Context: an optimization exercise on an open-source flow, tuned for small area, a short achievable clock period and few clock cycles per item. The choices shown serve that exercise and are no tape-out recipe.
No activity file was given, so power comes from the tool's default toggle rates.

==> flow/design.v <==
module calculator(
    input  wire        clk,
    input  wire        rst_n,
    input  wire        start,
    input  wire [1:0]  op,
    input  wire [15:0] a,
    input  wire [15:0] b,
    output wire [15:0] result,
    output reg         overflow,
    output reg         done,
    output reg         error
);
reg  [15:0] X, Y, R;
reg  [4:0]  cnt;         
reg  [1:0]  opr;         
reg         sel_q;       
wire is_mul = (opr == 2'b10);
wire is_div = (opr == 2'b11);
wire subtr  = opr[0];
wire addsub = ~opr[1];
wire [16:0] A = {R, Y[15] & ~is_mul};
wire [17:0] T;
pfx_add #(.W(17)) u_add (.a(A), .b({subtr, X}), .ci(subtr), .s(T[16:0]), .co(T[17]));
wire        cy = T[17];                  
wire [15:0] v = {R[11:0], Y[15:12]};
wire [15:0] top_x;
genvar gi;
generate
    for (gi = 0; gi < 16; gi = gi + 1) begin : tx
        if (gi == 15) begin : t
            assign top_x[gi] = 1'b1;
        end else begin : n
            assign top_x[gi] = &X[15:gi+1];
        end
    end
endgenerate
wire cnt_ge4  = |cnt[4:2];
wire skip_mul = cnt_ge4 & is_mul & (Y[15:12] == 4'd0);
wire skip_div = cnt_ge4 & is_div & (R[15:12] == 4'd0) & ~|(v & top_x);
wire skip     = skip_mul | skip_div;
wire skip16   = is_div & (cnt == 5'd16) & ~|(Y & top_x);    
wire use_t = addsub | (is_mul & Y[15]) | (is_div & cy);
wire q     = is_div & cy;
wire [4:0] cnt_m1 = cnt - 5'd1;
wire [4:0] cnt_m4 = cnt - 5'd4;
wire last = skip16 | (skip ? (cnt == 5'd4) : (cnt == 5'd1));
wire busy = |cnt;
wire b_zero    = (b == 16'd0);
wire st_div    = (op == 2'b11);
wire st_addsub = ~op[1];
wire ov_as  = busy & addsub;
wire ov_m   = busy & is_mul;
wire a15    = R[14];
wire ov_next = (overflow & ~ov_as)
             | (ov_m & (R[15] | (skip_mul & |R[14:12])))
             | (ov_m & ~skip_mul & Y[15] & T[16])
             | (ov_as & (a15 == X[15]) & (T[15] ^ a15));
always @(posedge clk) begin
    opr <= op;
    if (start) begin
        X      <= op[0] ? ~b : b;
        Y      <= {st_addsub ? a[0] : a[15], a[14:0]};
        R      <= st_addsub ? {1'b0, a[15:1]} : 16'd0;
        error  <= st_div & b_zero;
        sel_q  <= st_div & ~b_zero;
        overflow <= 1'b0;
    end else begin
        if (skip) begin
            R <= {R[11:0], Y[15:12]};
            Y <= {Y[11:0], 4'd0} & {16{~skip16}};
        end else begin
            R <= use_t ? T[15:0] : {R[14:0], Y[15]};
            Y <= {Y[14:0], q} & {16{~skip16}};
        end
        overflow <= ov_next;
    end
end
always @(posedge clk or negedge rst_n) begin
    if (!rst_n) begin
        cnt  <= 5'd0;
        done <= 1'b0;
    end else if (start) begin
        cnt  <= (st_div & b_zero) ? 5'd0 : (st_addsub ? 5'd1 : 5'd16);
        done <= st_div & b_zero;
    end else begin
        cnt  <= (~busy | skip16) ? 5'd0 : (skip ? cnt_m4 : cnt_m1);
        done <= busy & last;
    end
end
assign result = sel_q ? Y : R;
endmodule
module pfx_add #(parameter W = 16) (
    input  wire [W-1:0] a,
    input  wire [W-1:0] b,
    input  wire         ci,
    output wire [W-1:0] s,
    output wire         co
);
    wire [W:0] g [0:5];
    wire [W:0] p [0:5];
    assign g[0] = {a & b, ci};
    assign p[0] = {a ^ b, 1'b0};
    genvar l, i;
    generate
        for (l = 0; l < 5; l = l + 1) begin : lvl
            for (i = 0; i <= W; i = i + 1) begin : bt
                if (i >= (1 << l)) begin : mg
                    assign g[l+1][i] = g[l][i] | (p[l][i] & g[l][i - (1 << l)]);
                    assign p[l+1][i] = p[l][i] & p[l][i - (1 << l)];
                end else begin : cp
                    assign g[l+1][i] = g[l][i];
                    assign p[l+1][i] = p[l][i];
                end
            end
        end
    endgenerate
    assign s  = p[0][W:1] ^ g[5][W-1:0];
    assign co = g[5][W];
endmodule
export LEC_CHECK = 0
export ABC_AREA = 1
export CAP_MARGIN = 20
export CORE_MARGIN = 2
export CORE_UTILIZATION = 50
export SETUP_SLACK_MARGIN = 1.8
export SLEW_MARGIN = 20
create_clock -name core_clock -period 4.0 [get_ports {clk}]
standard.sh (not shown) runs the stock make flow with config.mk's settings and CLKGATE_MAP_FILE= SYNTH_SCRIPT=/design/flow/synth_recipe.tcl, a recipe that flattens the netlist after the stock synthesis.
==> flow/flow/run.sh <==
#!/bin/bash
# Own layout flow: the standard ORFS layout (standard.sh), with the port
# buffers that global placement inserts made plain buffers
# (sky130_fd_sc_hd__buf_1) instead of the delay cell buffer_ports picks by
# default. Every input and output port still gets its own buffer.
# Full tool output goes to flow.log in the work folder; ORFS's per-step logs
# stay under orfs/logs/.
set -euo pipefail
cd "$(dirname "$0")/.."
bash standard.sh "BUFFER_PORTS_ARGS=-buffer_cell sky130_fd_sc_hd__buf_1" finish > flow.log 2>&1
Edit:
- CORE_UTILIZATION: 50 -> 40
- SETUP_SLACK_MARGIN: 1.8 -> 1.6
=> First-iteration DRC count rose by 2.5%. Die area rose by 24%. Critical path depth rose by 11. Total power fell by 4.1%. Combinational power fell by 13%. Count of clock-buffer cells in the layout fell by 1. Utilization fell by 17 points. Area after synthesis stays the same. Register-to-register slack loses 140 ps.
Edit:
- CORE_UTILIZATION: 40 -> 50
- TNS_END_PERCENT: default -> 10
Result: Design area goes down by 4.3%. Setup slack is worse by 82 ps. Maximum frequency shrinks by 3.4%. Global-route usage climbs by 6.2 points. Combinational power decreases by about 3%. Power came out lower by 6.0%. Synthesized area is unchanged.
Function was not checked in any run of this note: the RTL went through the layout flow alone.

* * *

main:
// calculator: RTL as listed in full above, without the edits since
==> flow/config.mk <==
export PLATFORM = sky130hd
export DESIGN_NAME = calculator
export DESIGN_NICKNAME = calculator
export VERILOG_FILES = /design/flow/design.v
export SDC_FILE = /design/flow/constraint.sdc
export NUM_CORES = 4
export LEC_CHECK = 0
export ABC_AREA = 1
export CAP_MARGIN = 20
export CORE_MARGIN = 2
export CORE_UTILIZATION = 50
export SETUP_SLACK_MARGIN = 1.5
export SLEW_MARGIN = 20
==> flow/constraint.sdc <==
create_clock -name core_clock -period 4.0 [get_ports {clk}]
set_input_delay 0.8000 -clock core_clock [delete_from_list [all_inputs] [get_ports {clk}]]
set_output_delay 0.8000 -clock core_clock [all_outputs]
set_load 0.01 [all_outputs]
Scripts as last shown in full above: flow/flow/run.sh
Setup changes, main to the feature branch
# main
export LEC_CHECK = 0
export ABC_AREA = 1
export CAP_MARGIN = 20
export CORE_MARGIN = 2
export CORE_UTILIZATION = 50
export SETUP_SLACK_MARGIN = 1.5
export SLEW_MARGIN = 20
create_clock -name core_clock -period 4.0 [get_ports {clk}]
# the feature branch
export LEC_CHECK = 0
export ABC_AREA = 1
export CAP_MARGIN = 20
export CORE_MARGIN = 2
export CORE_UTILIZATION = 50
export SETUP_SLACK_MARGIN = 1.6
export SLEW_MARGIN = 20
create_clock -name core_clock -period 4.0 [get_ports {clk}]
Comparing the feature branch with main, the sequential cell count came out essentially unchanged.
The feature branch -> main: worst setup slack flat
Power share of the combinational group: the feature branch higher than main
The fmax was comparable across main and the feature branch.
The feature branch ended up with more standard cells than main.
Total power of the feature branch is higher than that of main.
Function was not checked in any run of this note: the RTL went through the layout flow alone.

what the ideal ports hide:
In the flow no input, the clock included, has a driving cell. The finished layouts below were timed again as built, in two steps.
Step 1: set_driving_cell puts a clkbuf_16 on clk and a buf_2 on each other input, an assumption about the parent block.
Step 2 times the ports against the registers' clock, not the clock port: input delays grow and output delays shrink by t, the midpoint of the rising clock arrivals with the driver on.
Slacks: ideal ports / drivers / drivers and shift; pairs: ideal ports / drivers.
| run | t, ns | setup WS [ns] | worst hold slack (ns) | worst setup path at the end | worst register clock-pin slew, ns |
|---|---|---|---|---|---|
| the first run of note 1 | 0.382 | 1.850 / 1.816 / 1.721 | 0.300 / 0.287 / 0.512 | input to register | 0.08 / 0.08 |
| the second run of note 1 | 0.371 | 1.708 / 1.708 / 1.645 | 0.318 / 0.304 / 0.503 | input to register | 0.06 / 0.06 |
| the third run of note 1 | 0.374 | 1.626 / 1.626 / 1.626 | 0.303 / 0.290 / 0.509 | register to register | 0.08 / 0.08 |
| main | 0.380 | 1.728 / 1.728 / 1.728 | 0.300 / 0.286 / 0.517 | register to register | 0.08 / 0.08 |
| the feature branch | 0.382 | 1.726 / 1.726 / 1.726 | 0.297 / 0.283 / 0.515 | register to register | 0.08 / 0.08 |
After both steps every run listed still meets setup and hold. For the first run of note 1, which loses most, drivers alone change the setup slack by -0.034 ns; drivers and shift together by -0.129 ns.
